Source: an optimization exercise on an open RTL-to-GDS flow (aim: small area). Production flows keep margins and buffers that such runs may drop.
Function was checked by simulation only, so behaviour that the tests miss may differ from the original.

$ cat run.sh
#!/bin/bash
# synth_recipe.tcl (not shown) runs the flow's synth.tcl, then flattens the netlist and writes it again
# the make line also repeats each setting of config.mk as NAME=value (left out here)
make -C /OpenROAD-flow-scripts/flow DESIGN_CONFIG=/design/flow/config.mk WORK_HOME=/design/flow/orfs CLKGATE_MAP_FILE= SYNTH_SCRIPT=/design/flow/synth_recipe.tcl finish
$ cat config.mk
export PLATFORM = sky130hd
export DESIGN_NAME = Top_FFT
export DESIGN_NICKNAME = Top_FFT
export VERILOG_FILES = /design/flow/design.v
export SDC_FILE = /design/flow/constraint.sdc
export NUM_CORES = 4
export LEC_CHECK = 0
export CAP_MARGIN = 20
export CORE_MARGIN = 2
export CORE_UTILIZATION = 40
export SLEW_MARGIN = 20
$ cat design.v
module Top_FFT #(parameter INTEGER_SIZE = 8, FRACT_SIZE = 8, NFFT = 128) (
    input  wire clk, rst,
    input  wire start_FFT,
    input  wire signed [INTEGER_SIZE+FRACT_SIZE-1:0] serial_in_r, serial_in_i,
    output wire signed [INTEGER_SIZE+FRACT_SIZE-1:0] serial_out_r, serial_out_i,
    output wire end_FFT, data_valid_FFT
);
reg [8:0] cnt;
always @(posedge clk or negedge rst)
    if (!rst) cnt <= 9'd0;
    else if (start_FFT) cnt <= 9'd1;
    else if (cnt == 9'd0 || cnt == 9'd261) cnt <= 9'd0;
    else cnt <= cnt + 9'd1;
assign data_valid_FFT = (cnt >= 9'd134) && (cnt <= 9'd261);
assign end_FFT = (cnt == 9'd134);
wire [15:0] s1_in_r = serial_in_r, s1_in_i = serial_in_i;
wire [6:0] s1_l = cnt[6:0] - 7'd0;
wire s1_b = s1_l[6];
wire [5:0] s1_j = s1_l[5:0];
reg [2047:0] s1_dl;
wire signed [15:0] s1_ar = s1_dl[2047:2032], s1_ai = s1_dl[2031:2016];
wire [15:0] s1_sr = s1_ar + s1_in_r, s1_si = s1_ai + s1_in_i;
wire [15:0] s1_dr = s1_ar - s1_in_r, s1_di = s1_ai - s1_in_i;
always @(posedge clk) s1_dl <= {s1_dl[2015:0], s1_b ? {s1_dr, s1_di} : {s1_in_r, s1_in_i}};
reg signed [9:0] s1_wr, s1_wi;
always @(*) case (s1_j)
    6'd0: begin s1_wr = 256; s1_wi = 0; end
    6'd1: begin s1_wr = 256; s1_wi = -13; end
    6'd2: begin s1_wr = 255; s1_wi = -25; end
    6'd3: begin s1_wr = 253; s1_wi = -38; end
    6'd4: begin s1_wr = 251; s1_wi = -50; end
    6'd5: begin s1_wr = 248; s1_wi = -62; end
    6'd6: begin s1_wr = 245; s1_wi = -74; end
    6'd7: begin s1_wr = 241; s1_wi = -86; end
    6'd8: begin s1_wr = 237; s1_wi = -98; end
    6'd9: begin s1_wr = 231; s1_wi = -109; end
    6'd10: begin s1_wr = 226; s1_wi = -121; end
    6'd11: begin s1_wr = 220; s1_wi = -132; end
    6'd12: begin s1_wr = 213; s1_wi = -142; end
    6'd13: begin s1_wr = 206; s1_wi = -152; end
    6'd14: begin s1_wr = 198; s1_wi = -162; end
    6'd15: begin s1_wr = 190; s1_wi = -172; end
    6'd16: begin s1_wr = 181; s1_wi = -181; end
    6'd17: begin s1_wr = 172; s1_wi = -190; end
    6'd18: begin s1_wr = 162; s1_wi = -198; end
    6'd19: begin s1_wr = 152; s1_wi = -206; end
    6'd20: begin s1_wr = 142; s1_wi = -213; end
    6'd21: begin s1_wr = 132; s1_wi = -220; end
    6'd22: begin s1_wr = 121; s1_wi = -226; end
    6'd23: begin s1_wr = 109; s1_wi = -231; end
    6'd24: begin s1_wr = 98; s1_wi = -237; end
    6'd25: begin s1_wr = 86; s1_wi = -241; end
    6'd26: begin s1_wr = 74; s1_wi = -245; end
    6'd27: begin s1_wr = 62; s1_wi = -248; end
    6'd28: begin s1_wr = 50; s1_wi = -251; end
    6'd29: begin s1_wr = 38; s1_wi = -253; end
    6'd30: begin s1_wr = 25; s1_wi = -255; end
    6'd31: begin s1_wr = 13; s1_wi = -256; end
    6'd32: begin s1_wr = 0; s1_wi = -256; end
    6'd33: begin s1_wr = -13; s1_wi = -256; end
    6'd34: begin s1_wr = -25; s1_wi = -255; end
    6'd35: begin s1_wr = -38; s1_wi = -253; end
    6'd36: begin s1_wr = -50; s1_wi = -251; end
    6'd37: begin s1_wr = -62; s1_wi = -248; end
    6'd38: begin s1_wr = -74; s1_wi = -245; end
    6'd39: begin s1_wr = -86; s1_wi = -241; end
    6'd40: begin s1_wr = -98; s1_wi = -237; end
    6'd41: begin s1_wr = -109; s1_wi = -231; end
    6'd42: begin s1_wr = -121; s1_wi = -226; end
    6'd43: begin s1_wr = -132; s1_wi = -220; end
    6'd44: begin s1_wr = -142; s1_wi = -213; end
    6'd45: begin s1_wr = -152; s1_wi = -206; end
    6'd46: begin s1_wr = -162; s1_wi = -198; end
    6'd47: begin s1_wr = -172; s1_wi = -190; end
    6'd48: begin s1_wr = -181; s1_wi = -181; end
    6'd49: begin s1_wr = -190; s1_wi = -172; end
    6'd50: begin s1_wr = -198; s1_wi = -162; end
    6'd51: begin s1_wr = -206; s1_wi = -152; end
    6'd52: begin s1_wr = -213; s1_wi = -142; end
    6'd53: begin s1_wr = -220; s1_wi = -132; end
    6'd54: begin s1_wr = -226; s1_wi = -121; end
    6'd55: begin s1_wr = -231; s1_wi = -109; end
    6'd56: begin s1_wr = -237; s1_wi = -98; end
    6'd57: begin s1_wr = -241; s1_wi = -86; end
    6'd58: begin s1_wr = -245; s1_wi = -74; end
    6'd59: begin s1_wr = -248; s1_wi = -62; end
    6'd60: begin s1_wr = -251; s1_wi = -50; end
    6'd61: begin s1_wr = -253; s1_wi = -38; end
    6'd62: begin s1_wr = -255; s1_wi = -25; end
    6'd63: begin s1_wr = -256; s1_wi = -13; end
    default: begin s1_wr = 10'sd0; s1_wi = 10'sd0; end
endcase
wire signed [25:0] s1_pr = s1_ar * s1_wr - s1_ai * s1_wi;
wire signed [25:0] s1_pi = s1_ar * s1_wi + s1_ai * s1_wr;
wire [15:0] s1_mr = s1_pr[23:8], s1_mi = s1_pi[23:8];
reg [15:0] s2_in_r, s2_in_i;
always @(posedge clk) begin
    s2_in_r <= s1_b ? s1_sr : s1_mr;
    s2_in_i <= s1_b ? s1_si : s1_mi;
end
wire [5:0] s2_l = cnt[5:0] - 6'd1;
wire s2_b = s2_l[5];
wire [4:0] s2_j = s2_l[4:0];
reg [1023:0] s2_dl;
wire signed [15:0] s2_ar = s2_dl[1023:1008], s2_ai = s2_dl[1007:992];
wire [15:0] s2_sr = s2_ar + s2_in_r, s2_si = s2_ai + s2_in_i;
wire [15:0] s2_dr = s2_ar - s2_in_r, s2_di = s2_ai - s2_in_i;
always @(posedge clk) s2_dl <= {s2_dl[991:0], s2_b ? {s2_dr, s2_di} : {s2_in_r, s2_in_i}};
reg signed [9:0] s2_wr, s2_wi;
always @(*) case (s2_j)
    5'd0: begin s2_wr = 256; s2_wi = 0; end
    5'd1: begin s2_wr = 255; s2_wi = -25; end
    5'd2: begin s2_wr = 251; s2_wi = -50; end
    5'd3: begin s2_wr = 245; s2_wi = -74; end
    5'd4: begin s2_wr = 237; s2_wi = -98; end
    5'd5: begin s2_wr = 226; s2_wi = -121; end
    5'd6: begin s2_wr = 213; s2_wi = -142; end
    5'd7: begin s2_wr = 198; s2_wi = -162; end
    5'd8: begin s2_wr = 181; s2_wi = -181; end
    5'd9: begin s2_wr = 162; s2_wi = -198; end
    5'd10: begin s2_wr = 142; s2_wi = -213; end
    5'd11: begin s2_wr = 121; s2_wi = -226; end
    5'd12: begin s2_wr = 98; s2_wi = -237; end
    5'd13: begin s2_wr = 74; s2_wi = -245; end
    5'd14: begin s2_wr = 50; s2_wi = -251; end
    5'd15: begin s2_wr = 25; s2_wi = -255; end
    5'd16: begin s2_wr = 0; s2_wi = -256; end
    5'd17: begin s2_wr = -25; s2_wi = -255; end
    5'd18: begin s2_wr = -50; s2_wi = -251; end
    5'd19: begin s2_wr = -74; s2_wi = -245; end
    5'd20: begin s2_wr = -98; s2_wi = -237; end
    5'd21: begin s2_wr = -121; s2_wi = -226; end
    5'd22: begin s2_wr = -142; s2_wi = -213; end
    5'd23: begin s2_wr = -162; s2_wi = -198; end
    5'd24: begin s2_wr = -181; s2_wi = -181; end
    5'd25: begin s2_wr = -198; s2_wi = -162; end
    5'd26: begin s2_wr = -213; s2_wi = -142; end
    5'd27: begin s2_wr = -226; s2_wi = -121; end
    5'd28: begin s2_wr = -237; s2_wi = -98; end
    5'd29: begin s2_wr = -245; s2_wi = -74; end
    5'd30: begin s2_wr = -251; s2_wi = -50; end
    5'd31: begin s2_wr = -255; s2_wi = -25; end
    default: begin s2_wr = 10'sd0; s2_wi = 10'sd0; end
endcase
wire signed [25:0] s2_pr = s2_ar * s2_wr - s2_ai * s2_wi;
wire signed [25:0] s2_pi = s2_ar * s2_wi + s2_ai * s2_wr;
wire [15:0] s2_mr = s2_pr[23:8], s2_mi = s2_pi[23:8];
reg [15:0] s3_in_r, s3_in_i;
always @(posedge clk) begin
    s3_in_r <= s2_b ? s2_sr : s2_mr;
    s3_in_i <= s2_b ? s2_si : s2_mi;
end
wire [4:0] s3_l = cnt[4:0] - 5'd2;
wire s3_b = s3_l[4];
wire [3:0] s3_j = s3_l[3:0];
reg [511:0] s3_dl;
wire signed [15:0] s3_ar = s3_dl[511:496], s3_ai = s3_dl[495:480];
wire [15:0] s3_sr = s3_ar + s3_in_r, s3_si = s3_ai + s3_in_i;
wire [15:0] s3_dr = s3_ar - s3_in_r, s3_di = s3_ai - s3_in_i;
always @(posedge clk) s3_dl <= {s3_dl[479:0], s3_b ? {s3_dr, s3_di} : {s3_in_r, s3_in_i}};
reg signed [9:0] s3_wr, s3_wi;
always @(*) case (s3_j)
    4'd0: begin s3_wr = 256; s3_wi = 0; end
    4'd1: begin s3_wr = 251; s3_wi = -50; end
    4'd2: begin s3_wr = 237; s3_wi = -98; end
    4'd3: begin s3_wr = 213; s3_wi = -142; end
    4'd4: begin s3_wr = 181; s3_wi = -181; end
    4'd5: begin s3_wr = 142; s3_wi = -213; end
    4'd6: begin s3_wr = 98; s3_wi = -237; end
    4'd7: begin s3_wr = 50; s3_wi = -251; end
    4'd8: begin s3_wr = 0; s3_wi = -256; end
    4'd9: begin s3_wr = -50; s3_wi = -251; end
    4'd10: begin s3_wr = -98; s3_wi = -237; end
    4'd11: begin s3_wr = -142; s3_wi = -213; end
    4'd12: begin s3_wr = -181; s3_wi = -181; end
    4'd13: begin s3_wr = -213; s3_wi = -142; end
    4'd14: begin s3_wr = -237; s3_wi = -98; end
    4'd15: begin s3_wr = -251; s3_wi = -50; end
    default: begin s3_wr = 10'sd0; s3_wi = 10'sd0; end
endcase
wire signed [25:0] s3_pr = s3_ar * s3_wr - s3_ai * s3_wi;
wire signed [25:0] s3_pi = s3_ar * s3_wi + s3_ai * s3_wr;
wire [15:0] s3_mr = s3_pr[23:8], s3_mi = s3_pi[23:8];
reg [15:0] s4_in_r, s4_in_i;
always @(posedge clk) begin
    s4_in_r <= s3_b ? s3_sr : s3_mr;
    s4_in_i <= s3_b ? s3_si : s3_mi;
end
wire [3:0] s4_l = cnt[3:0] - 4'd3;
wire s4_b = s4_l[3];
wire [2:0] s4_j = s4_l[2:0];
reg [255:0] s4_dl;
wire signed [15:0] s4_ar = s4_dl[255:240], s4_ai = s4_dl[239:224];
wire [15:0] s4_sr = s4_ar + s4_in_r, s4_si = s4_ai + s4_in_i;
wire [15:0] s4_dr = s4_ar - s4_in_r, s4_di = s4_ai - s4_in_i;
always @(posedge clk) s4_dl <= {s4_dl[223:0], s4_b ? {s4_dr, s4_di} : {s4_in_r, s4_in_i}};
reg signed [9:0] s4_wr, s4_wi;
always @(*) case (s4_j)
    3'd0: begin s4_wr = 256; s4_wi = 0; end
    3'd1: begin s4_wr = 237; s4_wi = -98; end
    3'd2: begin s4_wr = 181; s4_wi = -181; end
    3'd3: begin s4_wr = 98; s4_wi = -237; end
    3'd4: begin s4_wr = 0; s4_wi = -256; end
    3'd5: begin s4_wr = -98; s4_wi = -237; end
    3'd6: begin s4_wr = -181; s4_wi = -181; end
    3'd7: begin s4_wr = -237; s4_wi = -98; end
    default: begin s4_wr = 10'sd0; s4_wi = 10'sd0; end
endcase
wire signed [25:0] s4_pr = s4_ar * s4_wr - s4_ai * s4_wi;
wire signed [25:0] s4_pi = s4_ar * s4_wi + s4_ai * s4_wr;
wire [15:0] s4_mr = s4_pr[23:8], s4_mi = s4_pi[23:8];
reg [15:0] s5_in_r, s5_in_i;
always @(posedge clk) begin
    s5_in_r <= s4_b ? s4_sr : s4_mr;
    s5_in_i <= s4_b ? s4_si : s4_mi;
end
wire [2:0] s5_l = cnt[2:0] - 3'd4;
wire s5_b = s5_l[2];
wire [1:0] s5_j = s5_l[1:0];
reg [127:0] s5_dl;
wire signed [15:0] s5_ar = s5_dl[127:112], s5_ai = s5_dl[111:96];
wire [15:0] s5_sr = s5_ar + s5_in_r, s5_si = s5_ai + s5_in_i;
wire [15:0] s5_dr = s5_ar - s5_in_r, s5_di = s5_ai - s5_in_i;
always @(posedge clk) s5_dl <= {s5_dl[95:0], s5_b ? {s5_dr, s5_di} : {s5_in_r, s5_in_i}};
wire signed [16:0] s5_u = s5_ar + s5_ai;
wire signed [16:0] s5_v = s5_ai - s5_ar;
wire signed [25:0] s5_u181 = s5_u * 10'sd181, s5_v181 = s5_v * 10'sd181;
wire signed [25:0] s5_nu181 = -s5_u181;
reg [15:0] s5_mr, s5_mi;
always @(*) case (s5_j)
    2'd0: begin s5_mr = s5_ar; s5_mi = s5_ai; end
    2'd1: begin s5_mr = s5_u181[23:8]; s5_mi = s5_v181[23:8]; end
    2'd2: begin s5_mr = s5_ai; s5_mi = -s5_ar; end
    default: begin s5_mr = s5_v181[23:8]; s5_mi = s5_nu181[23:8]; end
endcase
reg [15:0] s6_in_r, s6_in_i;
always @(posedge clk) begin
    s6_in_r <= s5_b ? s5_sr : s5_mr;
    s6_in_i <= s5_b ? s5_si : s5_mi;
end
wire [1:0] s6_l = cnt[1:0] - 2'd1;
wire s6_b = s6_l[1];
wire [0:0] s6_j = s6_l[0:0];
reg [63:0] s6_dl;
wire signed [15:0] s6_ar = s6_dl[63:48], s6_ai = s6_dl[47:32];
wire [15:0] s6_sr = s6_ar + s6_in_r, s6_si = s6_ai + s6_in_i;
wire [15:0] s6_dr = s6_ar - s6_in_r, s6_di = s6_ai - s6_in_i;
always @(posedge clk) s6_dl <= {s6_dl[31:0], s6_b ? {s6_dr, s6_di} : {s6_in_r, s6_in_i}};
wire [15:0] s6_mr = s6_j ? s6_ai : s6_ar;
wire [15:0] s6_mi = s6_j ? -s6_ar : s6_ai;
reg [15:0] s7_in_r, s7_in_i;
always @(posedge clk) begin
    s7_in_r <= s6_b ? s6_sr : s6_mr;
    s7_in_i <= s6_b ? s6_si : s6_mi;
end
wire [0:0] s7_l = cnt[0:0] - 1'd0;
wire s7_b = s7_l[0];
reg [31:0] s7_dl;
wire signed [15:0] s7_ar = s7_dl[31:16], s7_ai = s7_dl[15:0];
wire [15:0] s7_sr = s7_ar + s7_in_r, s7_si = s7_ai + s7_in_i;
wire [15:0] s7_dr = s7_ar - s7_in_r, s7_di = s7_ai - s7_in_i;
always @(posedge clk) s7_dl <= s7_b ? {s7_dr, s7_di} : {s7_in_r, s7_in_i};
wire [15:0] s7_mr = s7_ar, s7_mi = s7_ai;
reg [15:0] s8_in_r, s8_in_i;
always @(posedge clk) begin
    s8_in_r <= s7_b ? s7_sr : s7_mr;
    s8_in_i <= s7_b ? s7_si : s7_mi;
end
assign serial_out_r = s8_in_r;
assign serial_out_i = s8_in_i;
endmodule
$ cat constraint.sdc
create_clock -name core_clock -period 12.0 [get_ports {clk}]
set_input_delay 2.4000 -clock core_clock [delete_from_list [all_inputs] [get_ports {clk}]]
set_output_delay 2.4000 -clock core_clock [all_outputs]
set_load 0.01 [all_outputs]
==> run notes <==
==> registers in the layout (all words and copies together), names as in the netlist <==
register  cells
s6_in_r      16
s8_in_i      16
s7_in_i      16
s3_in_r      16
s3_in_i      16
s1_dl      2048
s2_in_i      16
s2_dl      1024
s7_in_r      16
s8_in_r      16
s6_in_i      16
s5_in_i      16
s5_dl       128
s5_in_r      16
s4_in_r      16
s2_in_r      16
s4_in_i      16
s6_dl        64
s3_dl       512
s7_dl        32
cnt           9
s4_dl       256
==> cells by family (layout without fill, tap and decap cells) <==
group | after synthesis | count (layout) | synth area share
adders and majority gates | 3842 | 3842 | 0.3252
other | 0 | 7 | 0
muxes | 71 | 71 | 0.003648
DFF | 4297 | 4297 | 0.4196
xor gates and xnor gates | 751 | 751 | 0.03207
buffers and inverters | 3837 | 4125 | 0.07030
AOI/OAI and AO/OA | 1705 | 1705 | 0.05294
and+or+nand+nor | 4117 | 4117 | 0.09620
==> worst max-delay path by stage <==
stage             endpoint  slack [ps]  cells past startpoint   start
2_1_floorplan  s3_in_i[15]        2570                     38  cnt[2]
6_report       s3_in_i[15]        1200                     32  cnt[1]
3_5_place_dp   s3_in_i[15]        1210                     32  cnt[1]
5_1_grt        s3_in_i[15]         460                     32  cnt[1]
4_1_cts        s3_in_i[15]        1160                     32  cnt[1]
3_3_place_gp   s3_in_i[15]        1360                     32  cnt[1]
==> placed cells by master (no fill, tap or decap), drive strengths merged, types with 44 or more instances in the layout <==
cell type and count:
xnor2 564, nor3 197, clkinv 102, clkdlybuf4s50 68
clkbuf 534, a21oi 523, a21o 71, a211oi 44
nand3 103, and3 69, mux2i 59, o21bai 77
o21ai 409, nor2b 210, o31ai 99, and2 898
o21a 69, inv 3125, nand2 1574, dfxtp 4288
a221oi 46, nand2b 100, ha 1358, nor2 735
fa 2482, buf 246, or3 73, xor2 187
==> through the flow <==
| step | instances | hold slack, ps | cell area [um2] | utilization | setup slack (ps) |
|---|---|---|---|---|---|
| 4_1_cts | 25640 | 246.1 | 227100 | 0.4453 | 1160 |
| 5_1_grt | 25640 | 264.7 | 227200 | 0.4454 | 455.1 |
| 3_3_place_gp | 24940 | 309.5 | 213800 | 0.4191 | 1359 |
| 3_5_place_dp | 24940 | 312.1 | 213800 | 0.4191 | 1213 |
| 2_1_floorplan | 18620 | 309.6 | 205100 | - | 2574 |
| 6_report | 25650 | 251.1 | 227200 | 0.4454 | 1196 |
==> routing by layer <==
layer	global-route usage	up-vias	wire, um
met5	0	-	52
met4	0.06756	8	19300
met3	0.02522	876	23060
met2	0.3008	2728	216100
met1	0.2314	60720	198400
li1	-	56980	-
==> final cells by class <==
cell class                 instances  area [um2]
clock inverter                   167        2370
clock buffer                     533       10990
inverter                        3110       11670
sequential                      4297       86080
tap                             6732        8423
antenna                            7       17.52
fill                           47440      282900
multi-input combinational      10490      105100
timing repair buffer             315        2547
==> worst max-delay path: cells and delay by family (launching register included) <==
kind	cells	cell delay (ps)
adders and majority gates	10	4470
and+or+nand+nor	5	1210
DFF	1	910
xor gates and xnor gates	1	190
AOI/OAI and AO/OA	7	2520
buffers and inverters	9	1320
==> run notes <==
Logic synthesis
Synthesis inferred 4297 register bits. The number of enable flip-flop cells after synthesis is 0. The number of nets in the synthesized netlist is between 20000 and 25000. The share of synthesized area in the top cell type comes to 0.4185.

The fraction of synthesis flops using an asynchronous set or reset pin is 0.002094. Each instance of the synthesized netlist takes up on average 11.01 um2. In the post-synthesis netlist, the biggest area contributors are sky130_fd_sc_hd__dfxtp_1 42%, sky130_fd_sc_hd__fa_1 24%, sky130_fd_sc_hd__ha_1 8.3%. The most frequently used cell type in the post-synthesis netlist is sky130_fd_sc_hd__dfxtp_1. The dominant synthesized flop cell is sky130_fd_sc_hd__dfxtp_1.

Sorting the synthesized cells by how often they occur yields 4288 x sky130_fd_sc_hd__dfxtp_1, 3100 x sky130_fd_sc_hd__inv_1, 2482 x sky130_fd_sc_hd__fa_1. The netlist area before placement is approximately 210000 um2. Of the synthesized area, sequential elements account for 0.4196. The count of mapped cells out of synthesis is 18620. For this run, the number of Yosys warnings is 1.

The biggest area contributor in the post-synthesis netlist is sky130_fd_sc_hd__dfxtp_1. The count of unique library cells instantiated by Yosys is 90.

Global route
The number of antenna violations at the first check in global routing is 17. After global routing the overflow that remains totals 0. The overall track demand over capacity in global routing is 0.1780. The number of global-route vias before repair is 126900. The first global-routing pass estimated 725700 um of wire. Entering global routing, the biggest net connects around 200 pins.

Worst setup path
For this run, the slowest stage of the critical path takes between 900 and 1000 ps. The depth of the worst register-to-register path is 32. The setup check on the worst reg-to-reg path leaves a slack of roughly 1200 ps. The capturing element type of the critical path is a flop.

The cell type of the slowest stage on the worst timing path is sky130_fd_sc_hd__dfrtp_1. The endpoint of the lowest-slack register-to-register path is s3_in_i[15]. The launch point of the worst reg-to-reg path is cnt[1].

At the worst endpoint, the required time is ~13000 ps. The critical path is of the flop to flop type. In this design, the critical path's most frequently occurring cell is sky130_fd_sc_hd__fa_1.

STA classifies the critical path startpoint as a flop. The worst path arrival time is between 10000 and 15000 ps. The maximum net fanout on the critical path is 31.

Floorplan
The total number of placement rows is ~260. The starting utilization of the core area is 0.4021. The core region area is roughly 510000 um2. The floorplan die area is approximately 520000 um2.

The I/O pin count is 69. The horizontal extent of the die is 720.1 um. The height of the chip is a little over 700 um.

Route
Dividing the detail-routed via count by the number of cells gives about 4.7. Detailed routing inserted a total of about 120k vias. The DRC violation total after the first TritonRoute iteration is 6764. In this run the remaining antenna-violating nets after routing total 0. The first detailed-routing pass took 9 iterations. In the final routed layout, each cell accounts on average for around 18 um. The routed design has ~460000 um of wire. After detailed routing, the number of remaining DRC violations is 0.

Timing
The ratio of final minimum period to clock period is 0.9004. The total count of hold-check failures in the final report is 0. Timing would allow up to around 90 MHz.

The smallest clock period supported by the final layout is computed as around 11000 ps. At the pin with the least slew margin, the transition time is 1212 ps. The clock skew is roughly 150 ps.

The final setup violation count is 0. The final number of max-transition violations is 0. The sum of negative setup slack is 0 ps.

The worst pin sits at a relative slew slack of 0.1920. Setup repair after global routing left no endpoint under its margin.

Job
Max-cap violations in this run came to 0.

Placed design
The sum of net half-perimeters after detailed placement is approximately 340000 um. Input and output buffers added on the ports amount to between 60 and 70. Routability-driven placement finished with a final weighted congestion of 0.8826.

CTS
After clock tree synthesis, the clock-pin slew on the worst setup and hold paths is approximately 80 ps. The maximum root-to-sink buffer count is 4. The source-to-sink clock delay at the later pin of the worst-skew pair is ~1000 ps.

For this design, the CTS-stage hold fixing added 0 buffers. The clock net in this run drives a total of around 4300 sinks. In this run the post-CTS setup repair buffer count came out at 0. The clock tree from TritonCTS is built. The H-tree depth reported by CTS is 5.

The number of gates resized after CTS was 0. The root buffer cell is sky130_fd_sc_hd__clkbuf_16. The number of buffers created by CTS is around 390.

Min path
The path with the worst hold slack has its endpoint at s1_dl[198]. The launch instance of the worst min-delay path is s1_dl[166]. The worst hold path class is flop to flop.

Counting instances, the worst hold path has a depth of 0.

Outcome
The run finished with no timing, DRC or antenna violations.

Finish
The share of post-route cells with drive strength above 1 is 0.05405. The layout-stage area growth over the synthesis result is 10.76%. The net count of the finished layout is around 22000.

==> static timing again, ports no longer ideal <==
The flow's constraints put no driver on any port. The routed layout listed below was extracted and timed again, unchanged, in two steps.
Step 1 sets driving cells, clkbuf_16 on the clock port and buf_2 on the other inputs (assumed; they add their load-dependent delay and slew).
Step 2, shift: input delay + t, output delay - t, t = (earliest + latest rising clock arrival at the registers) / 2. This alone moves slack from input paths to output paths.
a / b / c = ideal / step 1 / step 2; a / b = the first two.
t, ns: 1.098
slack for setup (ns): 1.196 / 1.196 / 1.196
worst setup path at the end: register to register
clock arrival spread, ns: 0.231 / 0.231
worst slew at a driven data input, ns: 0.33
After both steps this run still meets setup and hold. The setup slack of this run moves by 0.000 ns with the drivers and by 0.000 ns with both steps.
